From an optimization exercise on the open Yosys and OpenROAD flow, aimed at small area; shortcuts taken in it are not production practice. In this exercise RTL edits were held to simulation tests only and were not proved equivalent to the original. Power is estimated from default activity; no workload was simulated.

$ cat flow/run.sh
#!/bin/bash
# synth_recipe.tcl (not shown) runs the flow's synth.tcl, then flattens the netlist and writes it again
# the make line also repeats each setting of config.mk as NAME=value (left out here)
make -C /OpenROAD-flow-scripts/flow DESIGN_CONFIG=/design/flow/config.mk WORK_HOME=/design/flow/orfs CLKGATE_MAP_FILE= SYNTH_SCRIPT=/design/flow/synth_recipe.tcl finish
$ cat flow/config.mk
export PLATFORM = sky130hd
export DESIGN_NAME = alog_top
export DESIGN_NICKNAME = alog_top
export VERILOG_FILES = /design/flow/design.v
export SDC_FILE = /design/flow/constraint.sdc
export NUM_CORES = 4
export LEC_CHECK = 0
export CAP_MARGIN = 20
export CORE_MARGIN = 2
export CORE_UTILIZATION = 60
export CTS_CLUSTER_DIAMETER = 80
export CTS_CLUSTER_SIZE = 24
export PLACE_DENSITY = 0.7
export SLEW_MARGIN = 20
$ cat flow/constraint.sdc
create_clock -name core_clock -period 12.0 [get_ports {clk}]
set_input_delay 2.4000 -clock core_clock [delete_from_list [all_inputs] [get_ports {clk}]]
set_output_delay 2.4000 -clock core_clock [all_outputs]
set_load 0.01 [all_outputs]
$ cat flow/design.v
`timescale 1ns/1ps
module divdiv (dividend, divisor, div_state, clk, rstn, enable, result);
input  [31:0] dividend;
input  [31:0] divisor;
input  clk;
input  rstn;
input  enable;
output reg div_state;
output reg [13:0] result;
reg [31:0] temp;
reg [13:0] counter;
reg [13:0] result_pre;
wire [32:0] diff = {1'b0, temp} - {1'b0, divisor};
wire lt = diff[32] & (|divisor);    
wire gt = ~lt & (|diff[31:0]);
always @(posedge clk)
    if (!enable)
        temp <= dividend;
    else if (gt)
        temp <= diff[31:0];
always @(posedge clk)
    if (!enable)
        counter <= 14'd0;
    else if (gt)
        counter <= counter + 14'd1;
always @(posedge clk or negedge rstn)
    if (!rstn)
        result_pre <= 14'd0;
    else if (enable)
        result_pre <= counter;
always @(posedge clk or negedge rstn)
    if (!rstn)
        div_state <= 1'b0;
    else
        div_state <= lt;
always @(posedge clk or negedge rstn)
    if (!rstn)
        result <= 14'd0;
    else if (div_state)
        result <= result_pre;
endmodule
`timescale 1ns/1ps
module adaptive_filter (clk, rstn, shift, w_wr, w_data, byp, sq_ld, sq_d, ds_ld, ds_d, capture,
                        flag_16, e_load, nz_load, v32, x_t0, reff_31, w_t0, w_t32, sq, e, d, flag_n, d_sum_q);
input clk, rstn, shift;
input w_wr, byp, sq_ld, ds_ld, capture, flag_16, e_load, nz_load, v32;
input [31:0] w_data, sq_d, ds_d;
input [13:0] x_t0, reff_31;
output [31:0] w_t0, w_t32;
output reg [31:0] sq;
output reg [13:0] e;
output [13:0] d;
output reg flag_n;
output [31:0] d_sum_q;
reg [31:0] d_sum, n;
assign d_sum_q = d_sum;
reg nz31;
ram_weight ram_weight_1 (.clk(clk), .wr_en(w_wr), .wr_data(w_data), .byp(byp), .tap(w_t0), .tap32(w_t32));
always @(posedge clk or negedge rstn)
    if (rstn == 0)
        d_sum <= 32'd0;
    else if (ds_ld)
        d_sum <= ds_d;
always @(posedge clk or negedge rstn)
    if (rstn == 0)
        sq <= 32'd0;
    else if (sq_ld)
        sq <= sq_d;
always @(posedge clk or negedge rstn)
    if (rstn == 0)
        n <= 32'd0;
    else if (capture & flag_n)
        n <= sq;
always @(posedge clk or negedge rstn)
    if (rstn == 0) begin
        nz31 <= 1'b0;
        flag_n <= 1'b0;
    end else begin
        if (nz_load)
            nz31 <= v32 & (|x_t0);
        if (shift)
            flag_n <= nz31;
    end
wire div_state;
divdiv divdiv_1 (.dividend(d_sum), .divisor(n), .div_state(div_state), .clk(clk), .rstn(rstn),
                 .enable(~flag_16 & flag_n), .result(d));
always @(posedge clk or negedge rstn)
    if (rstn == 0)
        e <= 14'd0;
    else if (div_state & e_load)
        e <= d[13] ? reff_31 + d : reff_31 - d;
endmodule
module mul32x14 (a, b, c, p);
input [31:0] a;
input [13:0] b;
input [36:0] c;
output [36:0] p;
wire [16:0] bb = {2'b00, b, 1'b0};
wire [33:0] a2 = {1'b0, a, 1'b0};
wire [33:0] a1 = {2'b00, a};
reg [36:0] rows [0:7];
reg [6:0] neg;
reg b0, b1, bm, s1, s2, ng;
reg [33:0] r;
integer i;
always @(*) begin
    for (i = 0; i < 7; i = i + 1) begin
        bm = bb[2*i]; b0 = bb[2*i+1]; b1 = bb[2*i+2];
        s1 = b0 ^ bm;                                 
        s2 = (b1 & ~b0 & ~bm) | (~b1 & b0 & bm);     
        ng = b1 & ~(b0 & bm);                        
        r = (({34{s1}} & a1) | ({34{s2}} & a2)) ^ {34{ng}};
        neg[i] = ng;
        rows[i] = {3'b000, r[32:0]} << (2*i);
    end
    rows[7] = ({37{b[13]}} & {5'd0, a}) << 14;       
end
wire [36:0] negs = {23'd0, neg[6], 1'b0, neg[5], 1'b0, neg[4], 1'b0, neg[3], 1'b0, neg[2], 1'b0, neg[1], 1'b0, neg[0]};
wire [36:0] corr = {neg[0], neg[0], neg[0], neg[0], 33'd0} + {neg[1], neg[1], 35'd0};
assign p = rows[0] + rows[1] + rows[2] + rows[3] + rows[4] + rows[5] + rows[6] + rows[7] + negs + corr + c;
endmodule
module mul14x14 (a, b, p);
input [13:0] a;
input [13:0] b;
output [27:0] p;
wire s1;
wire c2;
wire s3;
wire c4;
wire s5;
wire c6;
wire s7;
wire c8;
wire s9;
wire c10;
wire s11;
wire c12;
wire s13;
wire c14;
wire s15;
wire c16;
wire s17;
wire c18;
wire s19;
wire c20;
wire s21;
wire c22;
wire s23;
wire c24;
wire s25;
wire c26;
wire s27;
wire c28;
wire s29;
wire c30;
wire s31;
wire c32;
wire s33;
wire c34;
wire s35;
wire c36;
wire s37;
wire c38;
wire s39;
wire c40;
wire s41;
wire c42;
wire s43;
wire c44;
wire s45;
wire c46;
wire s47;
wire c48;
wire s49;
wire c50;
wire s51;
wire c52;
wire s53;
wire c54;
wire s55;
wire c56;
wire s57;
wire c58;
wire s59;
wire c60;
wire s61;
wire c62;
wire s63;
wire c64;
wire s65;
wire c66;
wire s67;
wire c68;
wire s69;
wire c70;
wire s71;
wire c72;
wire s73;
wire c74;
wire s75;
wire c76;
wire s77;
wire c78;
wire s79;
wire c80;
wire s81;
wire c82;
wire s83;
wire c84;
wire s85;
wire c86;
wire s87;
wire c88;
wire s89;
wire c90;
wire s91;
wire c92;
wire s93;
wire c94;
wire s95;
wire c96;
wire s97;
wire c98;
wire s99;
wire c100;
wire s101;
wire c102;
wire s103;
wire c104;
wire s105;
wire c106;
wire s107;
wire c108;
wire s109;
wire c110;
wire s111;
wire c112;
wire s113;
wire c114;
wire s115;
wire c116;
wire s117;
wire c118;
wire s119;
wire c120;
wire s121;
wire c122;
wire s123;
wire c124;
wire s125;
wire c126;
wire s127;
wire c128;
wire s129;
wire c130;
wire s131;
wire c132;
wire s133;
wire c134;
wire s135;
wire c136;
wire s137;
wire c138;
wire s139;
wire c140;
wire s141;
wire c142;
wire s143;
wire c144;
wire s145;
wire c146;
wire s147;
wire c148;
wire s149;
wire c150;
wire s151;
wire c152;
wire s153;
wire c154;
wire s155;
wire c156;
wire s157;
wire c158;
wire s159;
wire c160;
wire s161;
wire c162;
wire s163;
wire c164;
wire s165;
wire c166;
wire s167;
wire c168;
wire s169;
wire c170;
wire s171;
wire c172;
wire s173;
wire c174;
wire s175;
wire c176;
wire s177;
wire c178;
wire s179;
wire c180;
wire s181;
wire c182;
wire s183;
wire c184;
wire s185;
wire c186;
wire s187;
wire c188;
wire s189;
wire c190;
wire s191;
wire c192;
wire s193;
wire c194;
wire s195;
wire c196;
wire s197;
wire c198;
wire s199;
wire c200;
wire s201;
wire c202;
wire s203;
wire c204;
wire s205;
wire c206;
wire s207;
wire c208;
wire s209;
wire c210;
wire s211;
wire c212;
wire s213;
wire c214;
wire s215;
wire c216;
wire s217;
wire c218;
wire s219;
wire c220;
wire s221;
wire c222;
wire s223;
wire c224;
wire s225;
wire c226;
wire s227;
wire c228;
wire s229;
wire c230;
wire s231;
wire c232;
wire s233;
wire c234;
wire s235;
wire c236;
wire s237;
wire c238;
wire s239;
wire c240;
wire s241;
wire c242;
wire s243;
wire c244;
wire s245;
wire c246;
wire s247;
wire c248;
wire s249;
wire c250;
wire s251;
wire c252;
wire s253;
wire c254;
wire s255;
wire c256;
wire s257;
wire c258;
wire s259;
wire c260;
wire s261;
wire c262;
wire s263;
wire c264;
wire s265;
wire c266;
wire s267;
wire c268;
wire s269;
wire c270;
wire s271;
wire c272;
wire s273;
wire c274;
wire s275;
wire c276;
wire s277;
wire c278;
wire s279;
wire c280;
wire s281;
wire c282;
wire s283;
wire c284;
wire s285;
wire c286;
wire s287;
wire c288;
wire s289;
wire c290;
wire s291;
wire c292;
wire s293;
wire c294;
wire s295;
wire c296;
wire s297;
wire c298;
wire s299;
wire c300;
wire s301;
wire c302;
wire s303;
wire c304;
wire s305;
wire c306;
wire s307;
wire c308;
wire s309;
wire c310;
wire s311;
wire c312;
assign s1 = (a[0] & b[13]) ^ (a[1] & b[12]);
assign c2 = (a[0] & b[13]) & (a[1] & b[12]);
assign s3 = (a[1] & b[13]) ^ (a[2] & b[12]);
assign c4 = (a[1] & b[13]) & (a[2] & b[12]);
assign s5 = (a[0] & b[9]) ^ (a[1] & b[8]);
assign c6 = (a[0] & b[9]) & (a[1] & b[8]);
assign s7 = (a[0] & b[10]) ^ (a[1] & b[9]) ^ (a[2] & b[8]);
assign c8 = ((a[0] & b[10]) & (a[1] & b[9])) | ((a[0] & b[10]) & (a[2] & b[8])) | ((a[1] & b[9]) & (a[2] & b[8]));
assign s9 = (a[3] & b[7]) ^ (a[4] & b[6]);
assign c10 = (a[3] & b[7]) & (a[4] & b[6]);
assign s11 = (a[0] & b[11]) ^ (a[1] & b[10]) ^ (a[2] & b[9]);
assign c12 = ((a[0] & b[11]) & (a[1] & b[10])) | ((a[0] & b[11]) & (a[2] & b[9])) | ((a[1] & b[10]) & (a[2] & b[9]));
assign s13 = (a[3] & b[8]) ^ (a[4] & b[7]) ^ (a[5] & b[6]);
assign c14 = ((a[3] & b[8]) & (a[4] & b[7])) | ((a[3] & b[8]) & (a[5] & b[6])) | ((a[4] & b[7]) & (a[5] & b[6]));
assign s15 = (a[6] & b[5]) ^ (a[7] & b[4]);
assign c16 = (a[6] & b[5]) & (a[7] & b[4]);
assign s17 = (a[0] & b[12]) ^ (a[1] & b[11]) ^ (a[2] & b[10]);
assign c18 = ((a[0] & b[12]) & (a[1] & b[11])) | ((a[0] & b[12]) & (a[2] & b[10])) | ((a[1] & b[11]) & (a[2] & b[10]));
assign s19 = (a[3] & b[9]) ^ (a[4] & b[8]) ^ (a[5] & b[7]);
assign c20 = ((a[3] & b[9]) & (a[4] & b[8])) | ((a[3] & b[9]) & (a[5] & b[7])) | ((a[4] & b[8]) & (a[5] & b[7]));
assign s21 = (a[6] & b[6]) ^ (a[7] & b[5]) ^ (a[8] & b[4]);
assign c22 = ((a[6] & b[6]) & (a[7] & b[5])) | ((a[6] & b[6]) & (a[8] & b[4])) | ((a[7] & b[5]) & (a[8] & b[4]));
assign s23 = (a[9] & b[3]) ^ (a[10] & b[2]);
assign c24 = (a[9] & b[3]) & (a[10] & b[2]);
assign s25 = s1 ^ (a[2] & b[11]) ^ (a[3] & b[10]);
assign c26 = (s1 & (a[2] & b[11])) | (s1 & (a[3] & b[10])) | ((a[2] & b[11]) & (a[3] & b[10]));
assign s27 = (a[4] & b[9]) ^ (a[5] & b[8]) ^ (a[6] & b[7]);
assign c28 = ((a[4] & b[9]) & (a[5] & b[8])) | ((a[4] & b[9]) & (a[6] & b[7])) | ((a[5] & b[8]) & (a[6] & b[7]));
assign s29 = (a[7] & b[6]) ^ (a[8] & b[5]) ^ (a[9] & b[4]);
assign c30 = ((a[7] & b[6]) & (a[8] & b[5])) | ((a[7] & b[6]) & (a[9] & b[4])) | ((a[8] & b[5]) & (a[9] & b[4]));
assign s31 = (a[10] & b[3]) ^ (a[11] & b[2]) ^ (a[12] & b[1]);
assign c32 = ((a[10] & b[3]) & (a[11] & b[2])) | ((a[10] & b[3]) & (a[12] & b[1])) | ((a[11] & b[2]) & (a[12] & b[1]));
assign s33 = c2 ^ s3 ^ (a[3] & b[11]);
assign c34 = (c2 & s3) | (c2 & (a[3] & b[11])) | (s3 & (a[3] & b[11]));
assign s35 = (a[4] & b[10]) ^ (a[5] & b[9]) ^ (a[6] & b[8]);
assign c36 = ((a[4] & b[10]) & (a[5] & b[9])) | ((a[4] & b[10]) & (a[6] & b[8])) | ((a[5] & b[9]) & (a[6] & b[8]));
assign s37 = (a[7] & b[7]) ^ (a[8] & b[6]) ^ (a[9] & b[5]);
assign c38 = ((a[7] & b[7]) & (a[8] & b[6])) | ((a[7] & b[7]) & (a[9] & b[5])) | ((a[8] & b[6]) & (a[9] & b[5]));
assign s39 = (a[10] & b[4]) ^ (a[11] & b[3]) ^ (a[12] & b[2]);
assign c40 = ((a[10] & b[4]) & (a[11] & b[3])) | ((a[10] & b[4]) & (a[12] & b[2])) | ((a[11] & b[3]) & (a[12] & b[2]));
assign s41 = c4 ^ (a[2] & b[13]) ^ (a[3] & b[12]);
assign c42 = (c4 & (a[2] & b[13])) | (c4 & (a[3] & b[12])) | ((a[2] & b[13]) & (a[3] & b[12]));
assign s43 = (a[4] & b[11]) ^ (a[5] & b[10]) ^ (a[6] & b[9]);
assign c44 = ((a[4] & b[11]) & (a[5] & b[10])) | ((a[4] & b[11]) & (a[6] & b[9])) | ((a[5] & b[10]) & (a[6] & b[9]));
assign s45 = (a[7] & b[8]) ^ (a[8] & b[7]) ^ (a[9] & b[6]);
assign c46 = ((a[7] & b[8]) & (a[8] & b[7])) | ((a[7] & b[8]) & (a[9] & b[6])) | ((a[8] & b[7]) & (a[9] & b[6]));
assign s47 = (a[10] & b[5]) ^ (a[11] & b[4]) ^ (a[12] & b[3]);
assign c48 = ((a[10] & b[5]) & (a[11] & b[4])) | ((a[10] & b[5]) & (a[12] & b[3])) | ((a[11] & b[4]) & (a[12] & b[3]));
assign s49 = (a[3] & b[13]) ^ (a[4] & b[12]) ^ (a[5] & b[11]);
assign c50 = ((a[3] & b[13]) & (a[4] & b[12])) | ((a[3] & b[13]) & (a[5] & b[11])) | ((a[4] & b[12]) & (a[5] & b[11]));
assign s51 = (a[6] & b[10]) ^ (a[7] & b[9]) ^ (a[8] & b[8]);
assign c52 = ((a[6] & b[10]) & (a[7] & b[9])) | ((a[6] & b[10]) & (a[8] & b[8])) | ((a[7] & b[9]) & (a[8] & b[8]));
assign s53 = (a[9] & b[7]) ^ (a[10] & b[6]) ^ (a[11] & b[5]);
assign c54 = ((a[9] & b[7]) & (a[10] & b[6])) | ((a[9] & b[7]) & (a[11] & b[5])) | ((a[10] & b[6]) & (a[11] & b[5]));
assign s55 = (a[4] & b[13]) ^ (a[5] & b[12]) ^ (a[6] & b[11]);
assign c56 = ((a[4] & b[13]) & (a[5] & b[12])) | ((a[4] & b[13]) & (a[6] & b[11])) | ((a[5] & b[12]) & (a[6] & b[11]));
assign s57 = (a[7] & b[10]) ^ (a[8] & b[9]) ^ (a[9] & b[8]);
assign c58 = ((a[7] & b[10]) & (a[8] & b[9])) | ((a[7] & b[10]) & (a[9] & b[8])) | ((a[8] & b[9]) & (a[9] & b[8]));
assign s59 = (a[5] & b[13]) ^ (a[6] & b[12]) ^ (a[7] & b[11]);
assign c60 = ((a[5] & b[13]) & (a[6] & b[12])) | ((a[5] & b[13]) & (a[7] & b[11])) | ((a[6] & b[12]) & (a[7] & b[11]));
assign s61 = (a[0] & b[6]) ^ (a[1] & b[5]);
assign c62 = (a[0] & b[6]) & (a[1] & b[5]);
assign s63 = (a[0] & b[7]) ^ (a[1] & b[6]) ^ (a[2] & b[5]);
assign c64 = ((a[0] & b[7]) & (a[1] & b[6])) | ((a[0] & b[7]) & (a[2] & b[5])) | ((a[1] & b[6]) & (a[2] & b[5]));
assign s65 = (a[3] & b[4]) ^ (a[4] & b[3]);
assign c66 = (a[3] & b[4]) & (a[4] & b[3]);
assign s67 = (a[0] & b[8]) ^ (a[1] & b[7]) ^ (a[2] & b[6]);
assign c68 = ((a[0] & b[8]) & (a[1] & b[7])) | ((a[0] & b[8]) & (a[2] & b[6])) | ((a[1] & b[7]) & (a[2] & b[6]));
assign s69 = (a[3] & b[5]) ^ (a[4] & b[4]) ^ (a[5] & b[3]);
assign c70 = ((a[3] & b[5]) & (a[4] & b[4])) | ((a[3] & b[5]) & (a[5] & b[3])) | ((a[4] & b[4]) & (a[5] & b[3]));
assign s71 = (a[6] & b[2]) ^ (a[7] & b[1]);
assign c72 = (a[6] & b[2]) & (a[7] & b[1]);
assign s73 = s5 ^ (a[2] & b[7]) ^ (a[3] & b[6]);
assign c74 = (s5 & (a[2] & b[7])) | (s5 & (a[3] & b[6])) | ((a[2] & b[7]) & (a[3] & b[6]));
assign s75 = (a[4] & b[5]) ^ (a[5] & b[4]) ^ (a[6] & b[3]);
assign c76 = ((a[4] & b[5]) & (a[5] & b[4])) | ((a[4] & b[5]) & (a[6] & b[3])) | ((a[5] & b[4]) & (a[6] & b[3]));
assign s77 = (a[7] & b[2]) ^ (a[8] & b[1]) ^ (a[9] & b[0]);
assign c78 = ((a[7] & b[2]) & (a[8] & b[1])) | ((a[7] & b[2]) & (a[9] & b[0])) | ((a[8] & b[1]) & (a[9] & b[0]));
assign s79 = c6 ^ s7 ^ s9;
assign c80 = (c6 & s7) | (c6 & s9) | (s7 & s9);
assign s81 = (a[5] & b[5]) ^ (a[6] & b[4]) ^ (a[7] & b[3]);
assign c82 = ((a[5] & b[5]) & (a[6] & b[4])) | ((a[5] & b[5]) & (a[7] & b[3])) | ((a[6] & b[4]) & (a[7] & b[3]));
assign s83 = (a[8] & b[2]) ^ (a[9] & b[1]) ^ (a[10] & b[0]);
assign c84 = ((a[8] & b[2]) & (a[9] & b[1])) | ((a[8] & b[2]) & (a[10] & b[0])) | ((a[9] & b[1]) & (a[10] & b[0]));
assign s85 = c8 ^ c10 ^ s11;
assign c86 = (c8 & c10) | (c8 & s11) | (c10 & s11);
assign s87 = s13 ^ s15 ^ (a[8] & b[3]);
assign c88 = (s13 & s15) | (s13 & (a[8] & b[3])) | (s15 & (a[8] & b[3]));
assign s89 = (a[9] & b[2]) ^ (a[10] & b[1]) ^ (a[11] & b[0]);
assign c90 = ((a[9] & b[2]) & (a[10] & b[1])) | ((a[9] & b[2]) & (a[11] & b[0])) | ((a[10] & b[1]) & (a[11] & b[0]));
assign s91 = c12 ^ c14 ^ c16;
assign c92 = (c12 & c14) | (c12 & c16) | (c14 & c16);
assign s93 = s17 ^ s19 ^ s21;
assign c94 = (s17 & s19) | (s17 & s21) | (s19 & s21);
assign s95 = s23 ^ (a[11] & b[1]) ^ (a[12] & b[0]);
assign c96 = (s23 & (a[11] & b[1])) | (s23 & (a[12] & b[0])) | ((a[11] & b[1]) & (a[12] & b[0]));
assign s97 = c18 ^ c20 ^ c22;
assign c98 = (c18 & c20) | (c18 & c22) | (c20 & c22);
assign s99 = c24 ^ s25 ^ s27;
assign c100 = (c24 & s25) | (c24 & s27) | (s25 & s27);
assign s101 = s29 ^ s31 ^ (a[13] & b[0]);
assign c102 = (s29 & s31) | (s29 & (a[13] & b[0])) | (s31 & (a[13] & b[0]));
assign s103 = c26 ^ c28 ^ c30;
assign c104 = (c26 & c28) | (c26 & c30) | (c28 & c30);
assign s105 = c32 ^ s33 ^ s35;
assign c106 = (c32 & s33) | (c32 & s35) | (s33 & s35);
assign s107 = s37 ^ s39 ^ (a[13] & b[1]);
assign c108 = (s37 & s39) | (s37 & (a[13] & b[1])) | (s39 & (a[13] & b[1]));
assign s109 = c34 ^ c36 ^ c38;
assign c110 = (c34 & c36) | (c34 & c38) | (c36 & c38);
assign s111 = c40 ^ s41 ^ s43;
assign c112 = (c40 & s41) | (c40 & s43) | (s41 & s43);
assign s113 = s45 ^ s47 ^ (a[13] & b[2]);
assign c114 = (s45 & s47) | (s45 & (a[13] & b[2])) | (s47 & (a[13] & b[2]));
assign s115 = c42 ^ c44 ^ c46;
assign c116 = (c42 & c44) | (c42 & c46) | (c44 & c46);
assign s117 = c48 ^ s49 ^ s51;
assign c118 = (c48 & s49) | (c48 & s51) | (s49 & s51);
assign s119 = s53 ^ (a[12] & b[4]) ^ (a[13] & b[3]);
assign c120 = (s53 & (a[12] & b[4])) | (s53 & (a[13] & b[3])) | ((a[12] & b[4]) & (a[13] & b[3]));
assign s121 = c50 ^ c52 ^ c54;
assign c122 = (c50 & c52) | (c50 & c54) | (c52 & c54);
assign s123 = s55 ^ s57 ^ (a[10] & b[7]);
assign c124 = (s55 & s57) | (s55 & (a[10] & b[7])) | (s57 & (a[10] & b[7]));
assign s125 = (a[11] & b[6]) ^ (a[12] & b[5]) ^ (a[13] & b[4]);
assign c126 = ((a[11] & b[6]) & (a[12] & b[5])) | ((a[11] & b[6]) & (a[13] & b[4])) | ((a[12] & b[5]) & (a[13] & b[4]));
assign s127 = c56 ^ c58 ^ s59;
assign c128 = (c56 & c58) | (c56 & s59) | (c58 & s59);
assign s129 = (a[8] & b[10]) ^ (a[9] & b[9]) ^ (a[10] & b[8]);
assign c130 = ((a[8] & b[10]) & (a[9] & b[9])) | ((a[8] & b[10]) & (a[10] & b[8])) | ((a[9] & b[9]) & (a[10] & b[8]));
assign s131 = (a[11] & b[7]) ^ (a[12] & b[6]) ^ (a[13] & b[5]);
assign c132 = ((a[11] & b[7]) & (a[12] & b[6])) | ((a[11] & b[7]) & (a[13] & b[5])) | ((a[12] & b[6]) & (a[13] & b[5]));
assign s133 = c60 ^ (a[6] & b[13]) ^ (a[7] & b[12]);
assign c134 = (c60 & (a[6] & b[13])) | (c60 & (a[7] & b[12])) | ((a[6] & b[13]) & (a[7] & b[12]));
assign s135 = (a[8] & b[11]) ^ (a[9] & b[10]) ^ (a[10] & b[9]);
assign c136 = ((a[8] & b[11]) & (a[9] & b[10])) | ((a[8] & b[11]) & (a[10] & b[9])) | ((a[9] & b[10]) & (a[10] & b[9]));
assign s137 = (a[11] & b[8]) ^ (a[12] & b[7]) ^ (a[13] & b[6]);
assign c138 = ((a[11] & b[8]) & (a[12] & b[7])) | ((a[11] & b[8]) & (a[13] & b[6])) | ((a[12] & b[7]) & (a[13] & b[6]));
assign s139 = (a[7] & b[13]) ^ (a[8] & b[12]) ^ (a[9] & b[11]);
assign c140 = ((a[7] & b[13]) & (a[8] & b[12])) | ((a[7] & b[13]) & (a[9] & b[11])) | ((a[8] & b[12]) & (a[9] & b[11]));
assign s141 = (a[10] & b[10]) ^ (a[11] & b[9]) ^ (a[12] & b[8]);
assign c142 = ((a[10] & b[10]) & (a[11] & b[9])) | ((a[10] & b[10]) & (a[12] & b[8])) | ((a[11] & b[9]) & (a[12] & b[8]));
assign s143 = (a[8] & b[13]) ^ (a[9] & b[12]) ^ (a[10] & b[11]);
assign c144 = ((a[8] & b[13]) & (a[9] & b[12])) | ((a[8] & b[13]) & (a[10] & b[11])) | ((a[9] & b[12]) & (a[10] & b[11]));
assign s145 = (a[0] & b[4]) ^ (a[1] & b[3]);
assign c146 = (a[0] & b[4]) & (a[1] & b[3]);
assign s147 = (a[0] & b[5]) ^ (a[1] & b[4]) ^ (a[2] & b[3]);
assign c148 = ((a[0] & b[5]) & (a[1] & b[4])) | ((a[0] & b[5]) & (a[2] & b[3])) | ((a[1] & b[4]) & (a[2] & b[3]));
assign s149 = (a[3] & b[2]) ^ (a[4] & b[1]);
assign c150 = (a[3] & b[2]) & (a[4] & b[1]);
assign s151 = s61 ^ (a[2] & b[4]) ^ (a[3] & b[3]);
assign c152 = (s61 & (a[2] & b[4])) | (s61 & (a[3] & b[3])) | ((a[2] & b[4]) & (a[3] & b[3]));
assign s153 = (a[4] & b[2]) ^ (a[5] & b[1]) ^ (a[6] & b[0]);
assign c154 = ((a[4] & b[2]) & (a[5] & b[1])) | ((a[4] & b[2]) & (a[6] & b[0])) | ((a[5] & b[1]) & (a[6] & b[0]));
assign s155 = c62 ^ s63 ^ s65;
assign c156 = (c62 & s63) | (c62 & s65) | (s63 & s65);
assign s157 = (a[5] & b[2]) ^ (a[6] & b[1]) ^ (a[7] & b[0]);
assign c158 = ((a[5] & b[2]) & (a[6] & b[1])) | ((a[5] & b[2]) & (a[7] & b[0])) | ((a[6] & b[1]) & (a[7] & b[0]));
assign s159 = c64 ^ c66 ^ s67;
assign c160 = (c64 & c66) | (c64 & s67) | (c66 & s67);
assign s161 = s69 ^ s71 ^ (a[8] & b[0]);
assign c162 = (s69 & s71) | (s69 & (a[8] & b[0])) | (s71 & (a[8] & b[0]));
assign s163 = c68 ^ c70 ^ c72;
assign c164 = (c68 & c70) | (c68 & c72) | (c70 & c72);
assign s165 = s73 ^ s75 ^ s77;
assign c166 = (s73 & s75) | (s73 & s77) | (s75 & s77);
assign s167 = c74 ^ c76 ^ c78;
assign c168 = (c74 & c76) | (c74 & c78) | (c76 & c78);
assign s169 = s79 ^ s81 ^ s83;
assign c170 = (s79 & s81) | (s79 & s83) | (s81 & s83);
assign s171 = c80 ^ c82 ^ c84;
assign c172 = (c80 & c82) | (c80 & c84) | (c82 & c84);
assign s173 = s85 ^ s87 ^ s89;
assign c174 = (s85 & s87) | (s85 & s89) | (s87 & s89);
assign s175 = c86 ^ c88 ^ c90;
assign c176 = (c86 & c88) | (c86 & c90) | (c88 & c90);
assign s177 = s91 ^ s93 ^ s95;
assign c178 = (s91 & s93) | (s91 & s95) | (s93 & s95);
assign s179 = c92 ^ c94 ^ c96;
assign c180 = (c92 & c94) | (c92 & c96) | (c94 & c96);
assign s181 = s97 ^ s99 ^ s101;
assign c182 = (s97 & s99) | (s97 & s101) | (s99 & s101);
assign s183 = c98 ^ c100 ^ c102;
assign c184 = (c98 & c100) | (c98 & c102) | (c100 & c102);
assign s185 = s103 ^ s105 ^ s107;
assign c186 = (s103 & s105) | (s103 & s107) | (s105 & s107);
assign s187 = c104 ^ c106 ^ c108;
assign c188 = (c104 & c106) | (c104 & c108) | (c106 & c108);
assign s189 = s109 ^ s111 ^ s113;
assign c190 = (s109 & s111) | (s109 & s113) | (s111 & s113);
assign s191 = c110 ^ c112 ^ c114;
assign c192 = (c110 & c112) | (c110 & c114) | (c112 & c114);
assign s193 = s115 ^ s117 ^ s119;
assign c194 = (s115 & s117) | (s115 & s119) | (s117 & s119);
assign s195 = c116 ^ c118 ^ c120;
assign c196 = (c116 & c118) | (c116 & c120) | (c118 & c120);
assign s197 = s121 ^ s123 ^ s125;
assign c198 = (s121 & s123) | (s121 & s125) | (s123 & s125);
assign s199 = c122 ^ c124 ^ c126;
assign c200 = (c122 & c124) | (c122 & c126) | (c124 & c126);
assign s201 = s127 ^ s129 ^ s131;
assign c202 = (s127 & s129) | (s127 & s131) | (s129 & s131);
assign s203 = c128 ^ c130 ^ c132;
assign c204 = (c128 & c130) | (c128 & c132) | (c130 & c132);
assign s205 = s133 ^ s135 ^ s137;
assign c206 = (s133 & s135) | (s133 & s137) | (s135 & s137);
assign s207 = c134 ^ c136 ^ c138;
assign c208 = (c134 & c136) | (c134 & c138) | (c136 & c138);
assign s209 = s139 ^ s141 ^ (a[13] & b[7]);
assign c210 = (s139 & s141) | (s139 & (a[13] & b[7])) | (s141 & (a[13] & b[7]));
assign s211 = c140 ^ c142 ^ s143;
assign c212 = (c140 & c142) | (c140 & s143) | (c142 & s143);
assign s213 = (a[11] & b[10]) ^ (a[12] & b[9]) ^ (a[13] & b[8]);
assign c214 = ((a[11] & b[10]) & (a[12] & b[9])) | ((a[11] & b[10]) & (a[13] & b[8])) | ((a[12] & b[9]) & (a[13] & b[8]));
assign s215 = c144 ^ (a[9] & b[13]) ^ (a[10] & b[12]);
assign c216 = (c144 & (a[9] & b[13])) | (c144 & (a[10] & b[12])) | ((a[9] & b[13]) & (a[10] & b[12]));
assign s217 = (a[11] & b[11]) ^ (a[12] & b[10]) ^ (a[13] & b[9]);
assign c218 = ((a[11] & b[11]) & (a[12] & b[10])) | ((a[11] & b[11]) & (a[13] & b[9])) | ((a[12] & b[10]) & (a[13] & b[9]));
assign s219 = (a[10] & b[13]) ^ (a[11] & b[12]) ^ (a[12] & b[11]);
assign c220 = ((a[10] & b[13]) & (a[11] & b[12])) | ((a[10] & b[13]) & (a[12] & b[11])) | ((a[11] & b[12]) & (a[12] & b[11]));
assign s221 = (a[0] & b[3]) ^ (a[1] & b[2]);
assign c222 = (a[0] & b[3]) & (a[1] & b[2]);
assign s223 = s145 ^ (a[2] & b[2]) ^ (a[3] & b[1]);
assign c224 = (s145 & (a[2] & b[2])) | (s145 & (a[3] & b[1])) | ((a[2] & b[2]) & (a[3] & b[1]));
assign s225 = c146 ^ s147 ^ s149;
assign c226 = (c146 & s147) | (c146 & s149) | (s147 & s149);
assign s227 = c148 ^ c150 ^ s151;
assign c228 = (c148 & c150) | (c148 & s151) | (c150 & s151);
assign s229 = c152 ^ c154 ^ s155;
assign c230 = (c152 & c154) | (c152 & s155) | (c154 & s155);
assign s231 = c156 ^ c158 ^ s159;
assign c232 = (c156 & c158) | (c156 & s159) | (c158 & s159);
assign s233 = c160 ^ c162 ^ s163;
assign c234 = (c160 & c162) | (c160 & s163) | (c162 & s163);
assign s235 = c164 ^ c166 ^ s167;
assign c236 = (c164 & c166) | (c164 & s167) | (c166 & s167);
assign s237 = c168 ^ c170 ^ s171;
assign c238 = (c168 & c170) | (c168 & s171) | (c170 & s171);
assign s239 = c172 ^ c174 ^ s175;
assign c240 = (c172 & c174) | (c172 & s175) | (c174 & s175);
assign s241 = c176 ^ c178 ^ s179;
assign c242 = (c176 & c178) | (c176 & s179) | (c178 & s179);
assign s243 = c180 ^ c182 ^ s183;
assign c244 = (c180 & c182) | (c180 & s183) | (c182 & s183);
assign s245 = c184 ^ c186 ^ s187;
assign c246 = (c184 & c186) | (c184 & s187) | (c186 & s187);
assign s247 = c188 ^ c190 ^ s191;
assign c248 = (c188 & c190) | (c188 & s191) | (c190 & s191);
assign s249 = c192 ^ c194 ^ s195;
assign c250 = (c192 & c194) | (c192 & s195) | (c194 & s195);
assign s251 = c196 ^ c198 ^ s199;
assign c252 = (c196 & c198) | (c196 & s199) | (c198 & s199);
assign s253 = c200 ^ c202 ^ s203;
assign c254 = (c200 & c202) | (c200 & s203) | (c202 & s203);
assign s255 = c204 ^ c206 ^ s207;
assign c256 = (c204 & c206) | (c204 & s207) | (c206 & s207);
assign s257 = c208 ^ c210 ^ s211;
assign c258 = (c208 & c210) | (c208 & s211) | (c210 & s211);
assign s259 = c212 ^ c214 ^ s215;
assign c260 = (c212 & c214) | (c212 & s215) | (c214 & s215);
assign s261 = c216 ^ c218 ^ s219;
assign c262 = (c216 & c218) | (c216 & s219) | (c218 & s219);
assign s263 = c220 ^ (a[11] & b[13]) ^ (a[12] & b[12]);
assign c264 = (c220 & (a[11] & b[13])) | (c220 & (a[12] & b[12])) | ((a[11] & b[13]) & (a[12] & b[12]));
assign s265 = (a[0] & b[2]) ^ (a[1] & b[1]);
assign c266 = (a[0] & b[2]) & (a[1] & b[1]);
assign s267 = s221 ^ (a[2] & b[1]) ^ (a[3] & b[0]);
assign c268 = (s221 & (a[2] & b[1])) | (s221 & (a[3] & b[0])) | ((a[2] & b[1]) & (a[3] & b[0]));
assign s269 = c222 ^ s223 ^ (a[4] & b[0]);
assign c270 = (c222 & s223) | (c222 & (a[4] & b[0])) | (s223 & (a[4] & b[0]));
assign s271 = c224 ^ s225 ^ (a[5] & b[0]);
assign c272 = (c224 & s225) | (c224 & (a[5] & b[0])) | (s225 & (a[5] & b[0]));
assign s273 = c226 ^ s227 ^ s153;
assign c274 = (c226 & s227) | (c226 & s153) | (s227 & s153);
assign s275 = c228 ^ s229 ^ s157;
assign c276 = (c228 & s229) | (c228 & s157) | (s229 & s157);
assign s277 = c230 ^ s231 ^ s161;
assign c278 = (c230 & s231) | (c230 & s161) | (s231 & s161);
assign s279 = c232 ^ s233 ^ s165;
assign c280 = (c232 & s233) | (c232 & s165) | (s233 & s165);
assign s281 = c234 ^ s235 ^ s169;
assign c282 = (c234 & s235) | (c234 & s169) | (s235 & s169);
assign s283 = c236 ^ s237 ^ s173;
assign c284 = (c236 & s237) | (c236 & s173) | (s237 & s173);
assign s285 = c238 ^ s239 ^ s177;
assign c286 = (c238 & s239) | (c238 & s177) | (s239 & s177);
assign s287 = c240 ^ s241 ^ s181;
assign c288 = (c240 & s241) | (c240 & s181) | (s241 & s181);
assign s289 = c242 ^ s243 ^ s185;
assign c290 = (c242 & s243) | (c242 & s185) | (s243 & s185);
assign s291 = c244 ^ s245 ^ s189;
assign c292 = (c244 & s245) | (c244 & s189) | (s245 & s189);
assign s293 = c246 ^ s247 ^ s193;
assign c294 = (c246 & s247) | (c246 & s193) | (s247 & s193);
assign s295 = c248 ^ s249 ^ s197;
assign c296 = (c248 & s249) | (c248 & s197) | (s249 & s197);
assign s297 = c250 ^ s251 ^ s201;
assign c298 = (c250 & s251) | (c250 & s201) | (s251 & s201);
assign s299 = c252 ^ s253 ^ s205;
assign c300 = (c252 & s253) | (c252 & s205) | (s253 & s205);
assign s301 = c254 ^ s255 ^ s209;
assign c302 = (c254 & s255) | (c254 & s209) | (s255 & s209);
assign s303 = c256 ^ s257 ^ s213;
assign c304 = (c256 & s257) | (c256 & s213) | (s257 & s213);
assign s305 = c258 ^ s259 ^ s217;
assign c306 = (c258 & s259) | (c258 & s217) | (s259 & s217);
assign s307 = c260 ^ s261 ^ (a[13] & b[10]);
assign c308 = (c260 & s261) | (c260 & (a[13] & b[10])) | (s261 & (a[13] & b[10]));
assign s309 = c262 ^ s263 ^ (a[13] & b[11]);
assign c310 = (c262 & s263) | (c262 & (a[13] & b[11])) | (s263 & (a[13] & b[11]));
assign s311 = c264 ^ (a[12] & b[13]) ^ (a[13] & b[12]);
assign c312 = (c264 & (a[12] & b[13])) | (c264 & (a[13] & b[12])) | ((a[12] & b[13]) & (a[13] & b[12]));
wire [27:0] ra = {1'b0, c312, c310, c308, c306, c304, c302, c300, c298, c296, c294, c292, c290, c288, c286, c284, c282, c280, c278, c276, c274, c272, c270, c268, c266, s265, (a[0] & b[1]), (a[0] & b[0])};
wire [27:0] rb = {1'b0, (a[13] & b[13]), s311, s309, s307, s305, s303, s301, s299, s297, s295, s293, s291, s289, s287, s285, s283, s281, s279, s277, s275, s273, s271, s269, s267, (a[2] & b[0]), (a[1] & b[0]), 1'b0};
assign p = ra + rb;
endmodule
`timescale 1ns/1ps
module ram_weight (clk, wr_en, wr_data, byp, tap, tap32);
input clk, wr_en, byp;
input [31:0] wr_data;
output [31:0] tap, tap32;
reg [33*32-1:0] ring;
assign tap = ring[31:0];
assign tap32 = ring[32*32 +: 32];
wire [31:0] back = wr_en ? wr_data : ring[31:0];
always @(posedge clk)
    ring <= {back, byp ? ring[31:0] : ring[32*32 +: 32], ring[32*32-1:32]};
endmodule
`timescale 1ns/1ps
module ram_data (clk, rstn, shift, in, wr, in_q, tap0, tap1, tap32);
input clk, rstn, shift, wr;
input [13:0] in;
output reg [13:0] in_q;
output [13:0] tap0, tap1, tap32;
always @(posedge clk or negedge rstn)
    if (rstn == 0)
        in_q <= 14'd0;
    else if (shift)
        in_q <= in;
reg [33*14-1:0] ring;
assign tap0 = ring[13:0];
assign tap1 = ring[27:14];
assign tap32 = ring[32*14 +: 14];
always @(posedge clk)
    ring <= {wr ? in_q : ring[13:0], ring[33*14-1:14]};
endmodule
`timescale 1ns/1ps
module alog_top (rstn, clk, buffer_2, buffer_3, reff, head_flag, dout, weight_2_in_0);
input rstn, clk, head_flag;
input [13:0] buffer_2, buffer_3, reff;
output [31:0] weight_2_in_0;
output reg [13:0] dout;
wire [13:0] d_2, d_3;
reg [11:0] counter_pre;
reg c2078, c2113, c2114;    
reg [5:0] curr_state, next_state;
reg stop_state, stb_state, adap_filter_state, weight_cal_state, shift_data_state;
always @(posedge clk or negedge rstn)
    if (rstn == 0)
        {stb_state, shift_data_state, weight_cal_state, adap_filter_state, stop_state} <= 5'd0;
    else
        {stb_state, shift_data_state, weight_cal_state, adap_filter_state, stop_state} <= curr_state[4:0];
always @(posedge clk or negedge rstn)
    if (rstn == 0)
        counter_pre <= 12'd0;
    else if (counter_pre == 12'd2128)
        counter_pre <= 12'd0;
    else if (stop_state | stb_state)
        counter_pre <= 12'd0;
    else
        counter_pre <= counter_pre + 12'd1;
always @(posedge clk or negedge rstn)
    if (rstn == 0)
        {c2078, c2113, c2114} <= 3'd0;
    else
        {c2078, c2113, c2114} <= {counter_pre == 12'd2078, counter_pre == 12'd2113, counter_pre == 12'd2114};
always @(posedge clk or negedge rstn)
    if (rstn == 0)
        curr_state <= 6'd1;
    else
        curr_state <= next_state;
always @(*)
    case (curr_state)
    6'd1    : next_state = head_flag ? 6'd2 : 6'd1;
    6'd2    : next_state = c2078 ? 6'd4 : 6'd2;
    6'd4    : next_state = c2113 ? 6'd8 : 6'd4;
    6'd8    : next_state = c2114 ? 6'd16 : 6'd8;
    6'd16   : next_state = (~head_flag) ? 6'd1 : 6'd16;
    default : next_state = 6'd1;
    endcase
always @(posedge clk or negedge rstn)
    if (rstn == 0)
        dout <= 14'd0;
    else
        dout <= d_2 + d_3;
reg [5:0] fcnt;
reg af_dly, flag_16;
always @(posedge clk or negedge rstn)
    if (rstn == 0)
        fcnt <= 6'd0;
    else if (adap_filter_state == 1'b0)
        fcnt <= 6'd0;
    else if (fcnt != 6'd34)
        fcnt <= fcnt + 6'd1;
always @(posedge clk or negedge rstn)
    if (rstn == 0) begin
        af_dly <= 1'b0;
        flag_16 <= 1'b0;
    end else begin
        af_dly <= adap_filter_state;
        flag_16 <= (fcnt == 6'd33);
    end
wire shift = shift_data_state;
reg [5:0] j;
wire [5:0] j1 = (j == 6'd32) ? 6'd0 : j + 6'd1;
wire [5:0] j2 = (j1 == 6'd32) ? 6'd0 : j1 + 6'd1;
always @(posedge clk or negedge rstn)
    if (rstn == 0)
        j <= 6'd0;
    else
        j <= shift ? j2 : j1;
reg [5:0] v;
always @(posedge clk or negedge rstn)
    if (rstn == 0)
        v <= 6'd0;
    else if (shift && v != 6'd33)
        v <= v + 6'd1;
reg [6:0] ps;
wire [6:0] ps_n = (counter_pre == 12'd2082) ? 7'd1 : ((ps != 7'd0) && (ps != 7'd68)) ? ps + 7'd1 : 7'd0;
always @(posedge clk or negedge rstn)
    if (rstn == 0)
        ps <= 7'd0;
    else
        ps <= ps_n;
wire [5:0] j_n = shift ? j2 : j1;
wire [5:0] j_n1 = (j_n == 6'd32) ? 6'd0 : j_n + 6'd1;
wire [5:0] v_n = (shift && v != 6'd33) ? v + 6'd1 : v;
reg vold33;                         
wire vold33_n = shift ? (v == 6'd33) : vold33;
reg jeq0, jeq1, jeq31, jeq32, v32, v33;
reg capture, flag_17;
reg w0u, m_w0, ua, ma, ub, mb, mb_first, blk;
reg wa, wb, oku_a, oku_b, okm_a, okm_b;
reg sq_pend2, sq_pend3, sub2, sub3;
reg wv;
wire upd_ab_n = ((ps_n >= 7'd2) && (ps_n <= 7'd34)) | ((ps_n >= 7'd35) && (ps_n <= 7'd67));
always @(posedge clk or negedge rstn)
    if (rstn == 0) begin
        {jeq0, jeq1, jeq31, jeq32, v32, v33, vold33, capture, flag_17} <= 9'd0;
        {w0u, m_w0, ua, ma, ub, mb, mb_first, blk} <= 8'd0;
        {wa, wb, oku_a, oku_b, okm_a, okm_b} <= 6'd0;
        {sq_pend2, sq_pend3, sub2, sub3, wv} <= 5'd0;
    end else begin
        jeq0 <= (j_n == 6'd0);
        jeq1 <= (j_n == 6'd1);
        jeq31 <= (j_n == 6'd31);
        jeq32 <= (j_n == 6'd32);
        v32 <= (v_n >= 6'd32);
        v33 <= (v_n == 6'd33);
        vold33 <= vold33_n;
        capture <= adap_filter_state & (fcnt == 6'd32);
        flag_17 <= flag_16;
        w0u <= (ps_n == 7'd1);
        m_w0 <= (ps_n == 7'd2);
        ua <= (ps_n >= 7'd2) && (ps_n <= 7'd34);
        ma <= (ps_n >= 7'd3) && (ps_n <= 7'd35);
        ub <= (ps_n >= 7'd35) && (ps_n <= 7'd67);
        mb <= (ps_n >= 7'd36);
        mb_first <= (ps_n == 7'd36);
        blk <= (ps_n >= 7'd35);
        wa <= (ps_n >= 7'd2) && (ps_n <= 7'd34) && (j_n != 6'd0) && (j_n != 6'd32);
        oku_a <= (v_n > j_n1);
        wb <= (ps_n >= 7'd35) && (ps_n <= 7'd67) && (j_n != 6'd0);
        oku_b <= (j_n1 != 6'd0) ? (v_n > j_n1) : vold33_n;
        okm_a <= (v > j) && (j != 6'd0) && (j != 6'd32);
        okm_b <= (v > j) && (j != 6'd0);
        sq_pend2 <= flag_17 | (sq_pend2 & ~sub2);
        sq_pend3 <= flag_17 | (sq_pend3 & ~sub3);
        sub2 <= (flag_17 | (sq_pend2 & ~sub2)) & (j_n == 6'd32);
        sub3 <= (flag_17 | (sq_pend3 & ~sub3)) & (j_n == 6'd31);
        if (ps_n == 7'd68)
            wv <= 1'b1;
    end
wire e_load = af_dly & (fcnt == 6'd34);
reg byp_pend, byp_run;
wire byp_start = byp_pend & jeq1;
wire byp = byp_start | byp_run;      
always @(posedge clk or negedge rstn)
    if (rstn == 0) begin
        byp_pend <= 1'b0;
        byp_run <= 1'b0;
    end else begin
        if (flag_16)
            byp_pend <= 1'b1;
        else if (byp_start)
            byp_pend <= 1'b0;
        byp_run <= byp & ~jeq32;
    end
wire [13:0] x2_t0, x2_t1, x2_t32, x2_in, x3_t0, x3_t1, x3_t32, x3_in, r_t0;
wire dwr = jeq0 & ~blk;
ram_data ram_data_2 (.clk(clk), .rstn(rstn), .shift(shift), .in(buffer_2), .wr(dwr), .in_q(x2_in), .tap0(x2_t0), .tap1(x2_t1), .tap32(x2_t32));
ram_data ram_data_3 (.clk(clk), .rstn(rstn), .shift(shift), .in(buffer_3), .wr(dwr), .in_q(x3_in), .tap0(x3_t0), .tap1(x3_t1), .tap32(x3_t32));
ram_data ram_data_r (.clk(clk), .rstn(rstn), .shift(shift), .in(reff), .wr(dwr), .in_q(), .tap0(r_t0), .tap1(), .tap32());
reg [13:0] reff_31;
always @(posedge clk)
    if (jeq31)
        reff_31 <= v32 ? r_t0 : 14'd0;
reg [13:0] x1;
always @(posedge clk or negedge rstn)
    if (rstn == 0)
        x1 <= 14'd0;
    else if (shift)
        x1 <= x2_in;
wire [31:0] w2_t0, w2_t32, w3_t0, w3_t32, sq2, sq3;
wire [13:0] e_2, e_3;
wire flag_n2, flag_n3;
reg [31:0] w0_r;
reg [31:0] acc2;
wire [31:0] d_sum3_q;
assign weight_2_in_0 = w0_r;
wire add2 = flag_16, add3 = flag_17;
wire sq_op = add2 | add3 | sub2 | sub3;
wire [13:0] bu = ({14{w0u}} & x1) | ({14{ua & oku_a}} & x2_t1) | ({14{ub & oku_b}} & x3_t1) |
                 ({14{add2}} & x2_in) | ({14{add3}} & x3_in) |
                 ({14{sub2 & v33}} & x2_t0) | ({14{sub3 & v33}} & x3_t1);
wire [13:0] au = ({14{w0u | ua}} & e_2) | ({14{ub}} & e_3) | ({14{sq_op}} & bu);
wire [27:0] pu;
mul14x14 mul_u (.a(au), .b(bu), .p(pu));
wire [31:0] xu = ({32{w0u}} & w0_r) | ({32{ua & wv}} & w2_t0) | ({32{ub & wv}} & w3_t0) |
                 ({32{add2}} & sq2) | ({32{sub2}} & ~sq2) | ({32{add3}} & sq3) | ({32{sub3}} & ~sq3);
wire [31:0] su = xu + (sq_op ? {4'd0, pu} : {7'd0, pu[24:0]});
wire [31:0] sq_new = su ^ {32{sub2 | sub3}};
always @(posedge clk or negedge rstn)
    if (rstn == 0)
        w0_r <= 32'd0;
    else if (w0u)
        w0_r <= su;
wire [31:0] am = ({32{m_w0}} & w0_r) | ({32{ma}} & w2_t32) | ({32{mb}} & w3_t32);
wire [13:0] bm = ({14{m_w0}} & x2_in) | ({14{ma & okm_a}} & x2_t32) | ({14{mb & okm_b}} & x3_t32);
wire [31:0] cm = ({32{ma}} & acc2) | ({32{mb & ~mb_first}} & d_sum3_q);
wire [36:0] pm;
mul32x14 mul (.a(am), .b(bm), .c({cm, 5'd0}), .p(pm));
always @(posedge clk)
    if (m_w0 | ma)
        acc2 <= pm[36:5];
adaptive_filter adaptive_filter_2 (.clk(clk), .rstn(rstn), .shift(shift), .w_wr(wa), .w_data(su), .byp(byp),
    .sq_ld(add2 | sub2), .sq_d(sq_new), .ds_ld(capture & flag_n2), .ds_d(acc2), .capture(capture),
    .flag_16(flag_16), .e_load(e_load), .nz_load(jeq31), .v32(v32), .x_t0(x2_t0), .reff_31(reff_31),
    .w_t0(w2_t0), .w_t32(w2_t32), .sq(sq2), .e(e_2), .d(d_2), .flag_n(flag_n2), .d_sum_q());
adaptive_filter adaptive_filter_3 (.clk(clk), .rstn(rstn), .shift(shift), .w_wr(wb), .w_data(su), .byp(byp),
    .sq_ld(add3 | sub3), .sq_d(sq_new), .ds_ld(mb & flag_n3), .ds_d(pm[36:5]), .capture(capture),
    .flag_16(flag_16), .e_load(e_load), .nz_load(jeq31), .v32(v32), .x_t0(x3_t0), .reff_31(reff_31),
    .w_t0(w3_t0), .w_t32(w3_t32), .sq(sq3), .e(e_3), .d(d_3), .flag_n(flag_n3), .d_sum_q(d_sum3_q));
endmodule
==> results of run 1 <==
-- per-stage QoR --
stage	cells	total power, uW
final	11791	21100
after global routing	11785	21700
after CTS	11782	21300
after detailed placement	11505	14100
after global placement	11505	14100
after floorplan	8922	14100
-- layer usage --
layer / up-vias / GRT usage / part of all wire
li1: 29574 / - / -
met1: 31319 / 0.382 / 0.45
met2: 1880 / 0.413 / 0.44
met3: 449 / 0.0555 / 0.069
met4: 10 / 0.0902 / 0.036
met5: - / 0.00187 / 0.00036
-- synth_stat cells, types with 41 or more instances --
master and n:
sky130_fd_sc_hd__o21ai_0 201, sky130_fd_sc_hd__mux2i_1 41, sky130_fd_sc_hd__nand3_1 111, sky130_fd_sc_hd__a21oi_1 192, sky130_fd_sc_hd__nand2_1 640, sky130_fd_sc_hd__a221oi_1 62, sky130_fd_sc_hd__nor4_1 44, sky130_fd_sc_hd__a22oi_1 255
sky130_fd_sc_hd__edfxtp_1 110, sky130_fd_sc_hd__xor2_1 196, sky130_fd_sc_hd__nor2_1 324, sky130_fd_sc_hd__fa_1 344, sky130_fd_sc_hd__dfxtp_1 3526, sky130_fd_sc_hd__ha_1 258, sky130_fd_sc_hd__a21o_1 78, sky130_fd_sc_hd__nand2b_1 51
sky130_fd_sc_hd__nor3_1 54, sky130_fd_sc_hd__dfrtp_1 464, sky130_fd_sc_hd__and2_1 56, sky130_fd_sc_hd__clkbuf_1 236, sky130_fd_sc_hd__mux2_2 418, sky130_fd_sc_hd__xnor2_1 245, sky130_fd_sc_hd__and3_1 47, sky130_fd_sc_hd__inv_1 501
-- final cells by class --
type	count	area, um^2	area share
flip-flops and latches	4101	85500	0.651
multi-input cells	4042	33200	0.253
clock buffers	241	5180	0.0394
well taps	2672	3340	0.0254
inverters	502	1880	0.0143
repair buffers	190	1680	0.0128
clock inverters	36	573	0.00436
diodes	7	17.5	0.000133
-- registers in the layout, indices dropped and copies added (netlist names), 32 cells and up --
register,cells
adaptive_filter_2.ram_weight_1.ring,1056
adaptive_filter_3.ram_weight_1.ring,1056
ram_data_2.ring,462
ram_data_3.ring,462
ram_data_r.ring,462
acc2,32
adaptive_filter_2.d_sum,32
adaptive_filter_2.divdiv_1.temp,32
adaptive_filter_2.n,32
adaptive_filter_2.sq,32
adaptive_filter_3.d_sum,32
adaptive_filter_3.divdiv_1.temp,32
adaptive_filter_3.n,32
adaptive_filter_3.sq,32
w0_r,32
-- power groups by stage --
stage                     Clock, uW  Combinational (uW)  Sequential (uW)
after global placement            0                95.8            14000
after floorplan                   0                40.5            14000
after detailed placement          0                99.6            14000
after CTS                      7450                 102            13700
final                          7290                 100            13700
after global routing           7890                 114            13700
-- layout by cell type (no fill, tap or decap), types with 191 or more instances in the layout --
cell type and n:
sky130_fd_sc_hd__dfxtp_1 3526, sky130_fd_sc_hd__a22oi_1 255, sky130_fd_sc_hd__nand2_1 637, sky130_fd_sc_hd__ha_1 258
sky130_fd_sc_hd__a21oi_1 191, sky130_fd_sc_hd__fa_1 344, sky130_fd_sc_hd__xnor2_1 245, sky130_fd_sc_hd__xor2_1 196
sky130_fd_sc_hd__inv_1 499, sky130_fd_sc_hd__dfrtp_1 458, sky130_fd_sc_hd__o21ai_0 199, sky130_fd_sc_hd__mux2_2 418
sky130_fd_sc_hd__clkbuf_16 200, sky130_fd_sc_hd__nor2_1 316
-- path summary, 6_finish.rpt --
| kind | cells after the start | slack [ps] | from | end |
|---|---|---|---|---|
| worst max-delay path | 34 | 1450 | sub2$_DFF_PN0_ | adaptive_filter_3.sq[30]$_DFFE_PN0P_ |
| worst min-delay path | 0 | 280 | adaptive_filter_3.ram_weight_1.ring[354]$_DFF_P_ | adaptive_filter_3.ram_weight_1.ring[322]$_DFF_P_ |
| worst max register to register | 34 | 1450 | sub2$_DFF_PN0_ | adaptive_filter_3.sq[30]$_DFFE_PN0P_ |
| worst min register to register | 0 | 280 | adaptive_filter_3.ram_weight_1.ring[354]$_DFF_P_ | adaptive_filter_3.ram_weight_1.ring[322]$_DFF_P_ |
| max in group asynchronous | 3 | 8330 | rstn | adaptive_filter_2.sq[4]$_DFFE_PN0P_ |
| min in group asynchronous | 1 | 1480 | rstn | adaptive_filter_2.divdiv_1.result[4]$_DFFE_PN0P_ |
-- logic make-up after synthesis --
logic type | count (synthesis) | synth area share
AND/OR/NAND/NOR | 1471 | 0.0553
AO/OA/AOI/OAI | 1068 | 0.0594
multiplexers | 459 | 0.0421
flip-flops | 4101 | 0.704
XOR/XNOR | 442 | 0.0319
adder cells (fa/ha/maj) | 602 | 0.0832
buffers and inverters | 779 | 0.0242
==> out/summary.txt, run 1 <==
average size of a mapped cell: 13.6 um^2
number of antenna violations at the first check in global routing: 30
global-route wire length before repair: 409 mm
effective utilization at floorplan: 0.602
number of setup buffers added after CTS: 0
clk root buf: sky130_fd_sc_hd__clkbuf_16
pin count of the biggest net entering global routing: 138
row count: 165
clock transition at the register clock pins on the worst setup and hold paths after CTS: 100 ps
crit start category: register
Pleak: 0.0558 uW
top cell type by total area after synthesis: sky130_fd_sc_hd__dfxtp_1
clock tree from TritonCTS: built
top post-synthesis cells by area: sky130_fd_sc_hd__dfxtp_1 58%, sky130_fd_sc_hd__dfrtp_1 9.6%, sky130_fd_sc_hd__fa_1 5.7%
most frequent CP cell: sky130_fd_sc_hd__fa_1
iteration-0 DRC count of the detailed router: 5536
final setup fails: 0
gate count after technology mapping: 8922
arrival time worst endpoint: 11320 ps
Detailed Routing Iterations Pass 1: 7
Crit path required time: 12770 ps
number of synthesized flops with an enable pin: 110
count of warnings emitted by yosys: 7
Detailed Route WL: 276 mm
relative area change from synthesis to final layout: 8.15%
fraction of power spent switching nets: 0.202
Detail Route Antenna Nets: 0
via total after detailed routing: 63232
fin area: 0.131 mm^2
worst-case setup slack after placement: 1460 ps
worst-case setup margin in the final layout: 1450 ps
DP Wirelength: 196 mm
register area share after synthesis: 0.704
Async S/R FF share, synth: 0.113
share of the core filled with cells in the final layout: 0.652
measured slew at the worst slew-check pin: 1200 ps
clock share of power: 0.345
cell area after placement: 0.126 mm^2
Switch Pwr: 4250 uW
critical path start-end classification: register to register
final RePlAce weighted congestion: 0.965
Total Negative Setup Slacks: 0 ps
Crit-path slowest cell: sky130_fd_sc_hd__a21boi_1
result of the run: timing/DRC/antenna clean
Seq cells post-synth: 4101
sort of element at the end of the critical path: register
area of the core: 0.202 mm^2
final-stage net count: 9681
number of input and output port buffers inserted: 90
Synth cell types: 92
Clock Latency Late Sink: 900 ps
family with the most delay on the worst path: compound AO/OA/AOI/OAI gates
Hold WS: 276 ps
P_int: 16800 uW
fill cell instance count of the final layout: 14328
Hold WC Path Type: register to register
Remaining DRCs: 0
vias per cell: 5.36
share of post-route cells with drive strength above 1: 0.0904
critical-path maximum fanout: 14
grt ovf: 0
Final Hold Vio Count: 0
Final min period: 10550 ps
relative max-transition margin: 0.196
synthesized net count: 9569
post-cts gate resize count: 0
portion of total power attributed to combinational logic: 0.005
die area: 0.206 mm^2
worst path bufs/invs: 3
unrepaired setup endpoints after global routing: no
Ports: 91
H-tree level count: 4
number of maximum-capacitance constraint violations: 0
CTS Buffer Depth: 3
Final Skew: 75.4 ps
Num Clock Sinks: 4101
PwrDens: 161 mW/mm^2
share of total power in sequential cells: 0.650
Num CTS Buffers: 197
combined area of all synthesized cells: 0.122 mm^2
Overall Global Routing Usage: 0.269
die outline height: 454 um
top_reg_cell synth: sky130_fd_sc_hd__dfxtp_1
Fmax: 0.0948 GHz
routed length per placed instance: 23.4 um
Hold Buf Count CTS: 0
via count of the first global-routing pass: 64079
delay of the slowest cell on the worst path: 920 ps
share of the clock period used by the worst path after layout: 0.879
number of slew-limit violations in the final report: 0
top-area cell type share of the netlist area: 0.581
Die Width: 454 um
VDD IR-drop max: 0.216 mV
==> run 2: changes to the inputs <==
--- a/flow/config.mk
+++ b/flow/config.mk
@@ -9,6 +9,6 @@
 export CORE_MARGIN = 2
-export CORE_UTILIZATION = 60
+export CORE_UTILIZATION = 65
 export CTS_CLUSTER_DIAMETER = 80
 export CTS_CLUSTER_SIZE = 24
-export PLACE_DENSITY = 0.7
+export PLACE_DENSITY = 0.75
 export SLEW_MARGIN = 20
==> out/summary.txt, run 2 <==
CTS Buffer Depth: 3 (unchanged)
clock tree from TritonCTS: built (unchanged)
ranking of synthesized cells by instance count: 3526 x sky130_fd_sc_hd__dfxtp_1, 640 x sky130_fd_sc_hd__nand2_1, 501 x sky130_fd_sc_hd__inv_1 (unchanged)
VDD IR-drop max: 0.204 mV (was 0.216 mV)
crit start category: register (unchanged)
global-route wire length before repair: 455 mm (was 409 mm)
most frequent CP cell: sky130_fd_sc_hd__fa_1 (unchanged)
Overall Global Routing Usage: 0.327 (was 0.269)
Power, Total: 21400 uW (was 21100 uW)
count of warnings emitted by yosys: 7 (unchanged)
Remaining DRCs: 0 (unchanged)
clk root buf: sky130_fd_sc_hd__clkbuf_16 (unchanged)
top-area cell type share of the netlist area: 0.581 (unchanged)
largest registers in the final layout: adaptive_filter_2.ram_weight_1.ring (1056), adaptive_filter_3.ram_weight_1.ring (1056) (unchanged)
die area: 0.190 mm^2 (was 0.206 mm^2)
Final min period: 10470 ps (was 10550 ps)
Die Width: 436 um (was 454 um)
Num Clock Sinks: 4101 (unchanged)
effective utilization at floorplan: 0.655 (was 0.602)
Num CTS Buffers: 199 (was 197)
Fmax: 0.0955 GHz (was 0.0948 GHz)
clock share of power: 0.353 (was 0.345)
most common library cell in the layout ignoring fill and taps: sky130_fd_sc_hd__dfxtp_1 (unchanged)
register area share after synthesis: 0.704 (unchanged)
most used standard cell by instance count after synthesis: sky130_fd_sc_hd__dfxtp_1 (unchanged)
cell area after placement: 0.125 mm^2 (was 0.126 mm^2)
unrepaired setup endpoints after global routing: no (unchanged)
Synth cell types: 92 (unchanged)
sort of element at the end of the critical path: register (unchanged)
Pleak: 0.0558 uW (about the same)
Detailed Route WL: 310 mm (was 276 mm)
Final Skew: 99.9 ps (was 75.4 ps)
fin area: 0.131 mm^2 (about the same)
final RePlAce weighted congestion: 0.990 (was 0.965)
measured slew at the worst slew-check pin: 1200 ps (about the same)
DP Wirelength: 210 mm (was 196 mm)
Seq cells post-synth: 4101 (unchanged)
routed length per placed instance: 26.7 um (was 23.4 um)
grt ovf: 0 (unchanged)
top library cells by usage in the layout, fill and taps aside: 3526 x sky130_fd_sc_hd__dfxtp_1, 636 x sky130_fd_sc_hd__nand2_1, 500 x sky130_fd_sc_hd__inv_1 (was 3526 x sky130_fd_sc_hd__dfxtp_1, 637 x sky130_fd_sc_hd__nand2_1, 499 x sky130_fd_sc_hd__inv_1)
top post-synthesis cells by area: sky130_fd_sc_hd__dfxtp_1 58%, sky130_fd_sc_hd__dfrtp_1 9.6%, sky130_fd_sc_hd__fa_1 5.7% (unchanged)
Crit-path slowest cell: sky130_fd_sc_hd__a21boi_1 (unchanged)
share of total power in sequential cells: 0.641 (was 0.650)
number of maximum-capacitance constraint violations: 0 (unchanged)
relative max-transition margin: 0.187 (was 0.196)
post-cts gate resize count: 0 (unchanged)
Clock Latency Late Sink: 930 ps (was 900 ps)
number of slew-limit violations in the final report: 0 (unchanged)
Final Hold Vio Count: 0 (unchanged)
share of the clock period used by the worst path after layout: 0.872 (was 0.879)
number of input and output port buffers inserted: 90 (unchanged)
pin count of the biggest net entering global routing: 128 (was 138)
via total after detailed routing: 66211 (was 63232)
top cell type by total area after synthesis: sky130_fd_sc_hd__dfxtp_1 (unchanged)
gate count after technology mapping: 8922 (unchanged)
Switch Pwr: 4500 uW (was 4250 uW)
P_int: 16900 uW (was 16800 uW)
critical path start-end classification: register to register (unchanged)
iteration-0 DRC count of the detailed router: 6342 (was 5536)
area of the core: 0.186 mm^2 (was 0.202 mm^2)
arrival time worst endpoint: 11260 ps (was 11320 ps)
final setup fails: 0 (unchanged)
number of synthesized flops with an enable pin: 110 (unchanged)
die outline height: 436 um (was 454 um)
Detailed Routing Iterations Pass 1: 17 (was 7)
synthesized net count: 9569 (unchanged)
Detail Route Antenna Nets: 0 (unchanged)
H-tree level count: 4 (unchanged)
Hold Buf Count CTS: 0 (unchanged)
Async S/R FF share, synth: 0.113 (unchanged)
Hold WS: 274 ps (was 276 ps)
final-stage net count: 9675 (was 9681)
fraction of power spent switching nets: 0.210 (was 0.202)
average size of a mapped cell: 13.6 um^2 (unchanged)
share of the core filled with cells in the final layout: 0.707 (was 0.652)
Hold WC Path Type: register to register (unchanged)
Ports: 91 (unchanged)
clock transition at the register clock pins on the worst setup and hold paths after CTS: 100 ps (about the same)
delay of the slowest cell on the worst path: 990 ps (was 920 ps)
number of antenna violations at the first check in global routing: 36 (was 30)
combined area of all synthesized cells: 0.122 mm^2 (unchanged)
relative area change from synthesis to final layout: 8.03% (was 8.15%)
PwrDens: 163 mW/mm^2 (was 161 mW/mm^2)
vias per cell: 5.70 (was 5.36)
result of the run: timing/DRC/antenna clean (unchanged)
Total Negative Setup Slacks: 0 ps (unchanged)
number of setup buffers added after CTS: 0 (unchanged)
portion of total power attributed to combinational logic: 0.005 (about the same)
Crit path required time: 12790 ps (was 12770 ps)
critical-path maximum fanout: 14 (unchanged)
top_reg_cell synth: sky130_fd_sc_hd__dfxtp_1 (unchanged)
share of post-route cells with drive strength above 1: 0.0898 (was 0.0904)
via count of the first global-routing pass: 68881 (was 64079)
row count: 158 (was 165)
-- run 2: cell count changes in the layout (fill, tap and decap cells not counted), moves of 3 or more --
cell and change:
sky130_fd_sc_hd__clkinv_16 +5, sky130_fd_sc_hd__diode_2 +3, sky130_fd_sc_hd__buf_4 -6, sky130_fd_sc_hd__inv_6 +6, sky130_fd_sc_hd__inv_4 -3, sky130_fd_sc_hd__clkbuf_1 +12
-- run 2: through the flow --
step | setup WS (ps) | instances
finish | 1530 | 11606
global placement | 1630 | 11306
floorplan | 3090 | 8922
global route | 1030 | 11597
CTS | 1620 | 11595
detailed placement | 1690 | 11306
-- run 2: layer usage --
metal / GRT usage / vias up / wire, um
met5: 0 / - / 111
li1: - / 29552 / -
met1: 0.437 / 33030 / 126000
met4: 0.134 / 16 / 14200
met3: 0.0649 / 742 / 24200
met2: 0.526 / 2871 / 145000
-- run 2: area by class of cell --
cell class                 instances  area, um^2
clock inverter                    37         687
multi-input combinational       4042       33200
antenna                           10        25.0
fill                           11598       54400
inverter                         502        1880
tap                             2480        3100
timing repair buffer             182        1610
sequential                      4101       85500
clock buffer                     252        5220
-- run 2: final timing paths --
kind | slack [ps] | cells after the start | end | start
min in group asynchronous | 1510 | 1 | adaptive_filter_2.divdiv_1.result[5]$_DFFE_PN0P_ | rstn
max in group asynchronous | 8000 | 3 | w0u$_DFF_PN0_ | rstn
setup reg to reg | 1530 | 33 | adaptive_filter_2.sq[30]$_DFFE_PN0P_ | sub2$_DFF_PN0_
setup / recovery | 1530 | 33 | adaptive_filter_2.sq[30]$_DFFE_PN0P_ | sub2$_DFF_PN0_
hold / removal | 270 | 0 | ram_data_3.ring[34]$_DFF_P_ | ram_data_3.ring[48]$_DFF_P_
hold reg to reg | 270 | 0 | ram_data_3.ring[34]$_DFF_P_ | ram_data_3.ring[48]$_DFF_P_
-- run 2: logic make-up after synthesis --
family	share of synthesized area
compound gates	0.0594
mux	0.0421
xor+xnor	0.0319
fa+ha+maj	0.0832
simple gates	0.0553
buf+inv	0.0242
flops	0.704
-- run 2: worst max-delay path, delay by kind of cell (launching register included) --
kind,cells,cell delay [ps]
XOR/XNOR,3,580
buffers and inverters,3,180
AND/OR/NAND/NOR,6,1810
flip-flops,1,530
AO/OA/AOI/OAI,13,3920
adder cells (fa/ha/maj),7,3110
multiplexers,1,310
-- run 2: power groups by stage --
stage               Sequential [uW]  Combinational (uW)  Clock [uW]
floorplan                     14000                40.5           0
global placement              14000                95.5           0
detailed placement            14000                 107           0
CTS                           13700                 116        7630
global route                  13700                 125        8060
finish                        13700                 115        7560

==> static timing again, ports no longer ideal <==
How much do the figures lean on ideal ports? The routed layouts below were timed once more, with nothing changed but the port constraints. Step 1 (the two cells are an assumption about what drives the block):
set clk [get_ports {clk}]
set_driving_cell -lib_cell sky130_fd_sc_hd__clkbuf_16 $clk
set_driving_cell -lib_cell sky130_fd_sc_hd__buf_2 [delete_from_list [all_inputs] $clk]
Step 2 times the ports against the registers' clock, not the clock port: input delays grow and output delays shrink by t, the midpoint of the rising clock arrivals with the driver on. a / b / c = ideal / step 1 / step 2; a / b = the first two.
| run | t (ns) | setup slack, ns | hold WS [ns] | worst register clock-pin slew, ns |
|---|---|---|---|---|
| run 1 | 0.953 | 1.449 / 1.449 / 1.449 | 0.276 / 0.276 / 0.276 | 0.10 / 0.10 |
| run 2 | 0.974 | 1.533 / 1.533 / 1.533 | 0.274 / 0.274 / 0.274 | 0.13 / 0.13 |
After both steps every run listed still meets setup and hold.
